Source: an optimization exercise on an open RTL-to-GDS flow (aim: small area, a short achievable clock period and few clock cycles per item). Production flows keep margins and buffers that such runs may drop. Function was checked by simulation only, so behaviour that the tests miss may differ from the original. Power figures rest on the tool's default switching activity, not on a simulated workload.

==> run a <==
// el2_exu_div_ctl
module el2_exu_div_ctl
  (
   input logic           clk,                        
   input logic           rst_l,                      
   input logic           valid,                      
   input logic           unsign,                     
   input logic           rem,                        
   input logic  [31:0]   dividend,                   
   input logic  [31:0]   divisor,                    
   input logic           cancel,                     
   output logic          finish_dly,                 
   output logic [31:0]   out                         
  );
==> module el2_exu_div_ctl, before the edit <==
module el2_exu_div_ctl
  (
   input logic           clk,                        
   input logic           rst_l,                      
   input logic           valid,                      
   input logic           unsign,                     
   input logic           rem,                        
   input logic  [31:0]   dividend,                   
   input logic  [31:0]   divisor,                    
   input logic           cancel,                     
   output logic          finish_dly,                 
   output logic [31:0]   out                         
  );
   function automatic logic [5:0] clz32(input logic [31:0] x);
      logic [31:0]      v;
      logic [31:0][4:0] c;
      integer l, i, n;
      v = x;
      c = '0;
      n = 32;
      for (l = 0; l < 5; l = l + 1) begin
         for (i = 0; i < 16; i = i + 1)
            if (i < n / 2) begin
               c[i] = v[2*i+1] ? c[2*i+1] : (c[2*i] | (5'd1 << l));
               v[i] = v[2*i+1] | v[2*i];
            end
         n = n / 2;
      end
      clz32 = v[0] ? {1'b0, c[0]} : 6'd32;
   endfunction
   function automatic logic [31:0] cneg32(input logic [31:0] x, input logic n);
      logic [31:0] o;
      integer d, i;
      o = x;
      for (d = 1; d < 32; d = d * 2)
         for (i = 0; i < 32; i = i + 1)
            if ((i / d) % 2 == 1)
               o[i] = o[i] | o[(i / d) * d - 1];
      cneg32 = x ^ ({o[30:0], 1'b0} & {32{n}});
   endfunction
   function automatic logic [32:0] add32(input logic [31:0] a, input logic [31:0] b, input logic ci);
      logic [31:0] g, p, gg, pp;
      logic [32:0] c;
      integer d, i;
      g  = a & b;
      p  = a ^ b;
      gg = g;
      pp = p;
      gg[0] = g[0] | (p[0] & ci);
      for (d = 1; d < 32; d = d * 2)
         for (i = 2 * d - 1; i < 32; i = i + 2 * d) begin
            gg[i] = gg[i] | (pp[i] & gg[i - d]);
            pp[i] = pp[i] & pp[i - d];
         end
      for (d = 8; d >= 1; d = d / 2)
         for (i = 3 * d - 1; i < 32; i = i + 2 * d) begin
            gg[i] = gg[i] | (pp[i] & gg[i - d]);
            pp[i] = pp[i] & pp[i - d];
         end
      c = {gg, ci};
      add32 = {c[32], p ^ c[31:0]};
   endfunction
   logic        a_neg, b_neg, a_top, b_top;
   logic [31:0] wa, wb;
   logic [5:0]  za, zb;
   logic [6:0]  t;
   logic        dz, quick;
   logic [32:0] e_init;
   logic        busy_ff, fin_ff;
   logic [3:0]  cnt_ff;
   logic [1:0]  crs_ff;
   logic        rem_ff, neg_ff, bneg_ff;
   logic [31:0] r_ff, q_ff;
   logic [32:0] e_ff;                                    
   logic [32:0] e_cur;
   logic [32:0] s1, s2;
   logic        ge1, ge2;
   logic [31:0] r1, r2;
   assign a_neg  = ~unsign & dividend[31];
   assign b_neg  = ~unsign & divisor[31];
   assign a_top  =  unsign & dividend[31];
   assign b_top  =  unsign & divisor[31];
   assign wa     = {a_top, {31{~a_top}} & (dividend[31:1] ^ dividend[30:0])};
   assign wb     = {b_top, {30{~b_top}} & (divisor[31:2] ^ divisor[30:1]), 1'b1};
   assign za     = clz32(wa);                            
   assign zb     = clz32(wb);                            
   assign t      = {1'b0, zb} - {1'b0, za} + {6'b0, a_neg};    
   assign dz     = (divisor == 32'b0);
   assign quick  = dz | t[6];
   logic [33:0] b_x;
   assign b_x    = {{2{b_neg}}, divisor} ^ {34{~b_neg}};
   always_comb begin
      case (t[2:1])
         2'd0: e_init = b_x[32:0];
         2'd1: e_init = {b_x[30:0], {2{~b_neg}}};
         2'd2: e_init = {b_x[28:0], {4{~b_neg}}};
         default: e_init = {b_x[26:0], {6{~b_neg}}};
      endcase
   end
   always_comb begin
      case (crs_ff)
         2'd0: e_cur = e_ff;
         2'd1: e_cur = {e_ff[24:0], {8{~bneg_ff}}};
         2'd2: e_cur = {e_ff[16:0], {16{~bneg_ff}}};
         default: e_cur = {e_ff[8:0], {24{~bneg_ff}}};
      endcase
   end
   assign s1     = add32(r_ff, {e_cur[30:0], ~bneg_ff}, ~bneg_ff);
   assign ge1    = e_cur[32] & e_cur[31] & s1[32];
   assign r1     = ge1 ? s1[31:0] : r_ff;
   assign s2     = add32(r1, e_cur[31:0], ~bneg_ff);
   assign ge2    = e_cur[32] & s2[32];
   assign r2     = ge2 ? s2[31:0] : r1;
   always_ff @(posedge clk or negedge rst_l) begin
      if (!rst_l) begin
         busy_ff <= 1'b0;
         fin_ff  <= 1'b0;
      end
      else begin
         busy_ff <= ~cancel & (valid ? ~quick : (busy_ff & (cnt_ff != 4'd0)));
         fin_ff  <= ~cancel & (valid ? quick  : (busy_ff & (cnt_ff == 4'd0)));
      end
   end
   always_ff @(posedge clk) begin
      if (valid) begin
         cnt_ff  <= t[4:1];
         crs_ff  <= t[4:3];
         rem_ff  <= rem;
         neg_ff  <= rem ? a_neg : (~unsign & (dividend[31] ^ divisor[31]) & ~dz);
         bneg_ff <= b_neg;
         r_ff    <= cneg32(dividend, a_neg);
         q_ff    <= {32{dz}};
         e_ff    <= e_init;
      end
      else begin
         cnt_ff  <= cnt_ff - 4'd1;
         crs_ff  <= 2'd0;
         r_ff    <= r2;
         q_ff    <= {q_ff[29:0], ge1, ge2};
         e_ff    <= {2'b11, e_cur[32:2]};
      end
   end
   assign finish_dly = fin_ff & ~cancel;
   assign out        = {32{finish_dly}} & cneg32(rem_ff ? r_ff : q_ff, neg_ff);
endmodule  
export LEC_CHECK = 0
export ABC_AREA = 1
export CAP_MARGIN = 20
export CORE_MARGIN = 2
export CORE_UTILIZATION = 30
export PLACE_DENSITY = 0.5
export SLEW_MARGIN = 20
export SETUP_SLACK_MARGIN = 8.0
export BUFFER_PORTS_ARGS = -buffer_cell sky130_fd_sc_hd__buf_2
create_clock -name core_clock -period 15.0 [get_ports {clk}]
standard.sh (not shown) runs the stock make flow with config.mk's settings and CLKGATE_MAP_FILE= SYNTH_SCRIPT=/design/flow/synth_recipe.tcl, a recipe that flattens the netlist after the stock synthesis.
==> flow/flow/run.sh <==
#!/bin/bash
set -e
echo "export SETUP_SLACK_MARGIN = 8.0" >> config.mk
echo "export BUFFER_PORTS_ARGS = -buffer_cell sky130_fd_sc_hd__buf_2" >> config.mk
cp config.mk config_used.log
bash standard.sh > standard.log 2>&1
==> inputs of run b, as changes to run a <==
--- a/flow/design.v
+++ b/flow/design.v
@@ -77,7 +77,7 @@
    output logic          finish_dly,                 
    output logic [31:0]   out                         
   );
-   function automatic logic [5:0] clz32(input logic [31:0] x);
+   function automatic logic [5:0] lzc32(input logic [31:0] x);
       logic [31:0]      v;
       logic [31:0][4:0] c;
       integer l, i, n;
@@ -92,7 +92,7 @@
             end
          n = n / 2;
       end
-      clz32 = v[0] ? {1'b0, c[0]} : 6'd32;
+      lzc32 = {v[0], c[0]};
    endfunction
    function automatic logic [31:0] cneg32(input logic [31:0] x, input logic n);
       logic [31:0] o;
@@ -126,51 +126,33 @@
       c = {gg, ci};
       add32 = {c[32], p ^ c[31:0]};
    endfunction
-   logic        a_neg, b_neg, a_top, b_top;
-   logic [31:0] wa, wb;
-   logic [5:0]  za, zb;
+   logic        a_neg, b_neg;
+   logic [31:0] a_abs;
+   logic [5:0]  za, zb, la, lb;
    logic [6:0]  t;
    logic        dz, quick;
-   logic [32:0] e_init;
    logic        busy_ff, fin_ff;
    logic [3:0]  cnt_ff;
-   logic [1:0]  crs_ff;
    logic        rem_ff, neg_ff, bneg_ff;
    logic [31:0] r_ff, q_ff;
-   logic [32:0] e_ff;                                    
+   logic [31:0] e_ff;                                    
    logic [32:0] e_cur;
    logic [32:0] s1, s2;
    logic        ge1, ge2;
    logic [31:0] r1, r2;
    assign a_neg  = ~unsign & dividend[31];
    assign b_neg  = ~unsign & divisor[31];
-   assign a_top  =  unsign & dividend[31];
-   assign b_top  =  unsign & divisor[31];
-   assign wa     = {a_top, {31{~a_top}} & (dividend[31:1] ^ dividend[30:0])};
-   assign wb     = {b_top, {30{~b_top}} & (divisor[31:2] ^ divisor[30:1]), 1'b1};
-   assign za     = clz32(wa);                            
-   assign zb     = clz32(wb);                            
-   assign t      = {1'b0, zb} - {1'b0, za} + {6'b0, a_neg};    
-   assign dz     = (divisor == 32'b0);
-   assign quick  = dz | t[6];
+   assign a_abs  = cneg32(dividend, a_neg);
    logic [33:0] b_x;
    assign b_x    = {{2{b_neg}}, divisor} ^ {34{~b_neg}};
-   always_comb begin
-      case (t[2:1])
-         2'd0: e_init = b_x[32:0];
-         2'd1: e_init = {b_x[30:0], {2{~b_neg}}};
-         2'd2: e_init = {b_x[28:0], {4{~b_neg}}};
-         default: e_init = {b_x[26:0], {6{~b_neg}}};
-      endcase
-   end
-   always_comb begin
-      case (crs_ff)
-         2'd0: e_cur = e_ff;
-         2'd1: e_cur = {e_ff[24:0], {8{~bneg_ff}}};
-         2'd2: e_cur = {e_ff[16:0], {16{~bneg_ff}}};
-         default: e_cur = {e_ff[8:0], {24{~bneg_ff}}};
-      endcase
-   end
+   assign la     = lzc32(a_abs);
+   assign za     = la[5] ? {1'b0, la[4:0]} : 6'd32;        
+   assign lb     = lzc32(~b_x[31:0]);
+   assign zb     = {1'b0, lb[4:0]};                      
+   assign t      = {1'b0, zb} - {1'b0, za};              
+   assign dz     = ~lb[5] & ~b_neg;
+   assign quick  = dz | t[6];
+   assign e_cur  = ({1'b1, e_ff} << {cnt_ff, 1'b0}) | (~({33{1'b1}} << {cnt_ff, 1'b0}) & {33{~bneg_ff}});
    assign s1     = add32(r_ff, {e_cur[30:0], ~bneg_ff}, ~bneg_ff);
    assign ge1    = e_cur[32] & e_cur[31] & s1[32];
    assign r1     = ge1 ? s1[31:0] : r_ff;
@@ -190,22 +172,22 @@
    always_ff @(posedge clk) begin
       if (valid) begin
          cnt_ff  <= t[4:1];
-         crs_ff  <= t[4:3];
          rem_ff  <= rem;
-         neg_ff  <= rem ? a_neg : (~unsign & (dividend[31] ^ divisor[31]) & ~dz);
+         neg_ff  <= rem ? a_neg : (dz | (~unsign & (dividend[31] ^ divisor[31])));
          bneg_ff <= b_neg;
-         r_ff    <= cneg32(dividend, a_neg);
-         q_ff    <= {32{dz}};
-         e_ff    <= e_init;
+         r_ff    <= a_abs;
+         q_ff    <= {31'b0, dz};                      
+         e_ff    <= b_x[31:0];
       end
       else begin
          cnt_ff  <= cnt_ff - 4'd1;
-         crs_ff  <= 2'd0;
          r_ff    <= r2;
          q_ff    <= {q_ff[29:0], ge1, ge2};
-         e_ff    <= {2'b11, e_cur[32:2]};
       end
    end
+   logic [31:0] res;
+   assign res        = ({32{fin_ff &  rem_ff}} & r_ff) |
+                       ({32{fin_ff & ~rem_ff}} & q_ff);
    assign finish_dly = fin_ff & ~cancel;
-   assign out        = {32{finish_dly}} & cneg32(rem_ff ? r_ff : q_ff, neg_ff);
+   assign out        = {32{~cancel}} & cneg32(res, fin_ff & neg_ff);
 endmodule  
==> flow/flow/run.sh (replaced) <==
#!/bin/bash
set -e
echo "export SETUP_SLACK_MARGIN = 8.25" >> config.mk
echo "export BUFFER_PORTS_ARGS = -buffer_cell sky130_fd_sc_hd__buf_1" >> config.mk
cp config.mk config_used.log
bash standard.sh > standard.log 2>&1
BUFFER_PORTS_ARGS = -buffer_cell sky130_fd_sc_hd__buf_1   (was -buffer_cell sky130_fd_sc_hd__buf_2)
CORE_UTILIZATION = 40   (was 30)
GPL_ROUTABILITY_DRIVEN = 0   (was default)
PLACE_DENSITY = 0.6   (was 0.5)
SETUP_SLACK_MARGIN = 8.25   (was 8.0)
==> inputs of run c, as changes to run a <==
--- a/flow/design.v
+++ b/flow/design.v
@@ -77,7 +77,7 @@
    output logic          finish_dly,                 
    output logic [31:0]   out                         
   );
-   function automatic logic [5:0] clz32(input logic [31:0] x);
+   function automatic logic [5:0] lzc32(input logic [31:0] x);
       logic [31:0]      v;
       logic [31:0][4:0] c;
       integer l, i, n;
@@ -92,7 +92,7 @@
             end
          n = n / 2;
       end
-      clz32 = v[0] ? {1'b0, c[0]} : 6'd32;
+      lzc32 = {v[0], c[0]};
    endfunction
    function automatic logic [31:0] cneg32(input logic [31:0] x, input logic n);
       logic [31:0] o;
@@ -126,15 +126,14 @@
       c = {gg, ci};
       add32 = {c[32], p ^ c[31:0]};
    endfunction
-   logic        a_neg, b_neg, a_top, b_top;
-   logic [31:0] wa, wb;
-   logic [5:0]  za, zb;
+   logic        a_neg, b_neg;
+   logic [31:0] a_abs;
+   logic [5:0]  za, zb, la, lb;
    logic [6:0]  t;
    logic        dz, quick;
-   logic [32:0] e_init;
    logic        busy_ff, fin_ff;
    logic [3:0]  cnt_ff;
-   logic [1:0]  crs_ff;
+   logic [3:0]  sh_ff;                                   
    logic        rem_ff, neg_ff, bneg_ff;
    logic [31:0] r_ff, q_ff;
    logic [32:0] e_ff;                                    
@@ -144,33 +143,17 @@
    logic [31:0] r1, r2;
    assign a_neg  = ~unsign & dividend[31];
    assign b_neg  = ~unsign & divisor[31];
-   assign a_top  =  unsign & dividend[31];
-   assign b_top  =  unsign & divisor[31];
-   assign wa     = {a_top, {31{~a_top}} & (dividend[31:1] ^ dividend[30:0])};
-   assign wb     = {b_top, {30{~b_top}} & (divisor[31:2] ^ divisor[30:1]), 1'b1};
-   assign za     = clz32(wa);                            
-   assign zb     = clz32(wb);                            
-   assign t      = {1'b0, zb} - {1'b0, za} + {6'b0, a_neg};    
-   assign dz     = (divisor == 32'b0);
-   assign quick  = dz | t[6];
+   assign a_abs  = cneg32(dividend, a_neg);
    logic [33:0] b_x;
    assign b_x    = {{2{b_neg}}, divisor} ^ {34{~b_neg}};
-   always_comb begin
-      case (t[2:1])
-         2'd0: e_init = b_x[32:0];
-         2'd1: e_init = {b_x[30:0], {2{~b_neg}}};
-         2'd2: e_init = {b_x[28:0], {4{~b_neg}}};
-         default: e_init = {b_x[26:0], {6{~b_neg}}};
-      endcase
-   end
-   always_comb begin
-      case (crs_ff)
-         2'd0: e_cur = e_ff;
-         2'd1: e_cur = {e_ff[24:0], {8{~bneg_ff}}};
-         2'd2: e_cur = {e_ff[16:0], {16{~bneg_ff}}};
-         default: e_cur = {e_ff[8:0], {24{~bneg_ff}}};
-      endcase
-   end
+   assign la     = lzc32(a_abs);
+   assign za     = la[5] ? {1'b0, la[4:0]} : 6'd32;        
+   assign lb     = lzc32(~b_x[31:0]);
+   assign zb     = {1'b0, lb[4:0]};                      
+   assign t      = {1'b0, zb} - {1'b0, za};              
+   assign dz     = ~lb[5] & ~b_neg;
+   assign quick  = dz | t[6];
+   assign e_cur  = (e_ff << {sh_ff, 1'b0}) | (~({33{1'b1}} << {sh_ff, 1'b0}) & {33{~bneg_ff}});
    assign s1     = add32(r_ff, {e_cur[30:0], ~bneg_ff}, ~bneg_ff);
    assign ge1    = e_cur[32] & e_cur[31] & s1[32];
    assign r1     = ge1 ? s1[31:0] : r_ff;
@@ -190,17 +173,17 @@
    always_ff @(posedge clk) begin
       if (valid) begin
          cnt_ff  <= t[4:1];
-         crs_ff  <= t[4:3];
+         sh_ff   <= t[4:1];
          rem_ff  <= rem;
-         neg_ff  <= rem ? a_neg : (~unsign & (dividend[31] ^ divisor[31]) & ~dz);
+         neg_ff  <= rem ? a_neg : (dz | (~unsign & (dividend[31] ^ divisor[31])));
          bneg_ff <= b_neg;
-         r_ff    <= cneg32(dividend, a_neg);
-         q_ff    <= {32{dz}};
-         e_ff    <= e_init;
+         r_ff    <= a_abs;
+         q_ff    <= {31'b0, dz};                      
+         e_ff    <= b_x[32:0];
       end
       else begin
          cnt_ff  <= cnt_ff - 4'd1;
-         crs_ff  <= 2'd0;
+         sh_ff   <= 4'd0;
          r_ff    <= r2;
          q_ff    <= {q_ff[29:0], ge1, ge2};
          e_ff    <= {2'b11, e_cur[32:2]};
==> flow/flow/run.sh (replaced) <==
#!/bin/bash
set -e
echo "export SETUP_SLACK_MARGIN = 8.0" >> config.mk
echo "export BUFFER_PORTS_ARGS = -buffer_cell sky130_fd_sc_hd__buf_1" >> config.mk
cp config.mk config_used.log
bash standard.sh > standard.log 2>&1
BUFFER_PORTS_ARGS = -buffer_cell sky130_fd_sc_hd__buf_1   (was -buffer_cell sky130_fd_sc_hd__buf_2)
==> qor summary <==
| quantity | run b | run a | run c |
|---|---|---|---|
| Xor and xnor fraction of the mapped netlist area | 0.0456 | 0.0601 | 0.0514 |
| Proportion of register bits with asynchronous set or reset after synthesis | 0.0190 | 0.0185 | 0.0183 |
| GRT met1 Usage | 0.347 | 0.284 | 0.264 |
| Post-Place Worst Slack | 7400 ps | 7060 ps | 6130 ps |
| Delay contributed by the slowest stage of the critical path | 190 ps | 150 ps | 150 ps |
| Worst Hold Depth | 2 | 1 | 2 |
| Critical path destination | out[12] | out[19] | out[26] |
| Detailed-routing iteration count for the pre-antenna-repair pass | 8 | 5 | 5 |
| Internal power | 0.00140 W | 0.00139 W | 0.00123 W |
| Setup Fix Bufs, Post-CTS | 5 | 1 | 6 |
| Slew HR | 0.379 | 0.367 | 0.418 |
| Run status | timing/DRC/antenna clean | timing/DRC/antenna clean | timing/DRC/antenna clean |
| Clock power share | 0.076 | 0.078 | 0.089 |
| Fin util | 0.453 | 0.341 | 0.346 |
| Area of the core region | 0.0286 mm2 | 0.0410 mm2 | 0.0376 mm2 |
| Cell with the largest stage delay on the worst path | sky130_fd_sc_hd__clkinvlp_4 | sky130_fd_sc_hd__buf_2 | sky130_fd_sc_hd__a21oi_1 |
| Number of rows created at floorplan | 62 | 74 | 71 |
Testbench counts of run a, summed over its fixed seeds: cycles 16,481, items 3,200.
Testbench counts of run b, summed over its fixed seeds: cycles 16,266, items 3,200.
Testbench counts of run c, summed over its fixed seeds: cycles 16,266, items 3,200.

[afterwards: timing with drivers on the ports]
The results above use ideal ports. As a check the final layouts listed here were re-extracted and re-timed, cells and wires unchanged.
Step 1, drivers: a clkbuf_16 drives clk and a buf_2 each remaining input, both assumed.
Step 2 moves the port delays by t, midway between the first and last clock arrival at a register: inputs arrive t later, outputs are due t later. That takes back most of the time a late clock gives input paths.
Slacks: ideal / step 1 / step 2; pairs: ideal / step 1.
| run | shift t [ns] | setup slack, ns | worst setup path at the end | slew at the worst register clock pin (ns) | worst data-port slew with drivers (ns) |
|---|---|---|---|---|---|
| run a | 0.415 | 8.051 / 8.006 / 7.974 | input to register | 0.08 / 0.08 | 0.05 |
| run b | 0.409 | 8.212 / 8.189 / 8.189 | input to output | 0.09 / 0.09 | 0.05 |
| run c | 0.419 | 8.059 / 8.038 / 8.038 | input to output | 0.08 / 0.08 | 0.06 |
After both steps every run listed still meets setup and hold. The setup slack of run a, which loses most, moves by -0.045 ns with the drivers and by -0.077 ns with both steps.
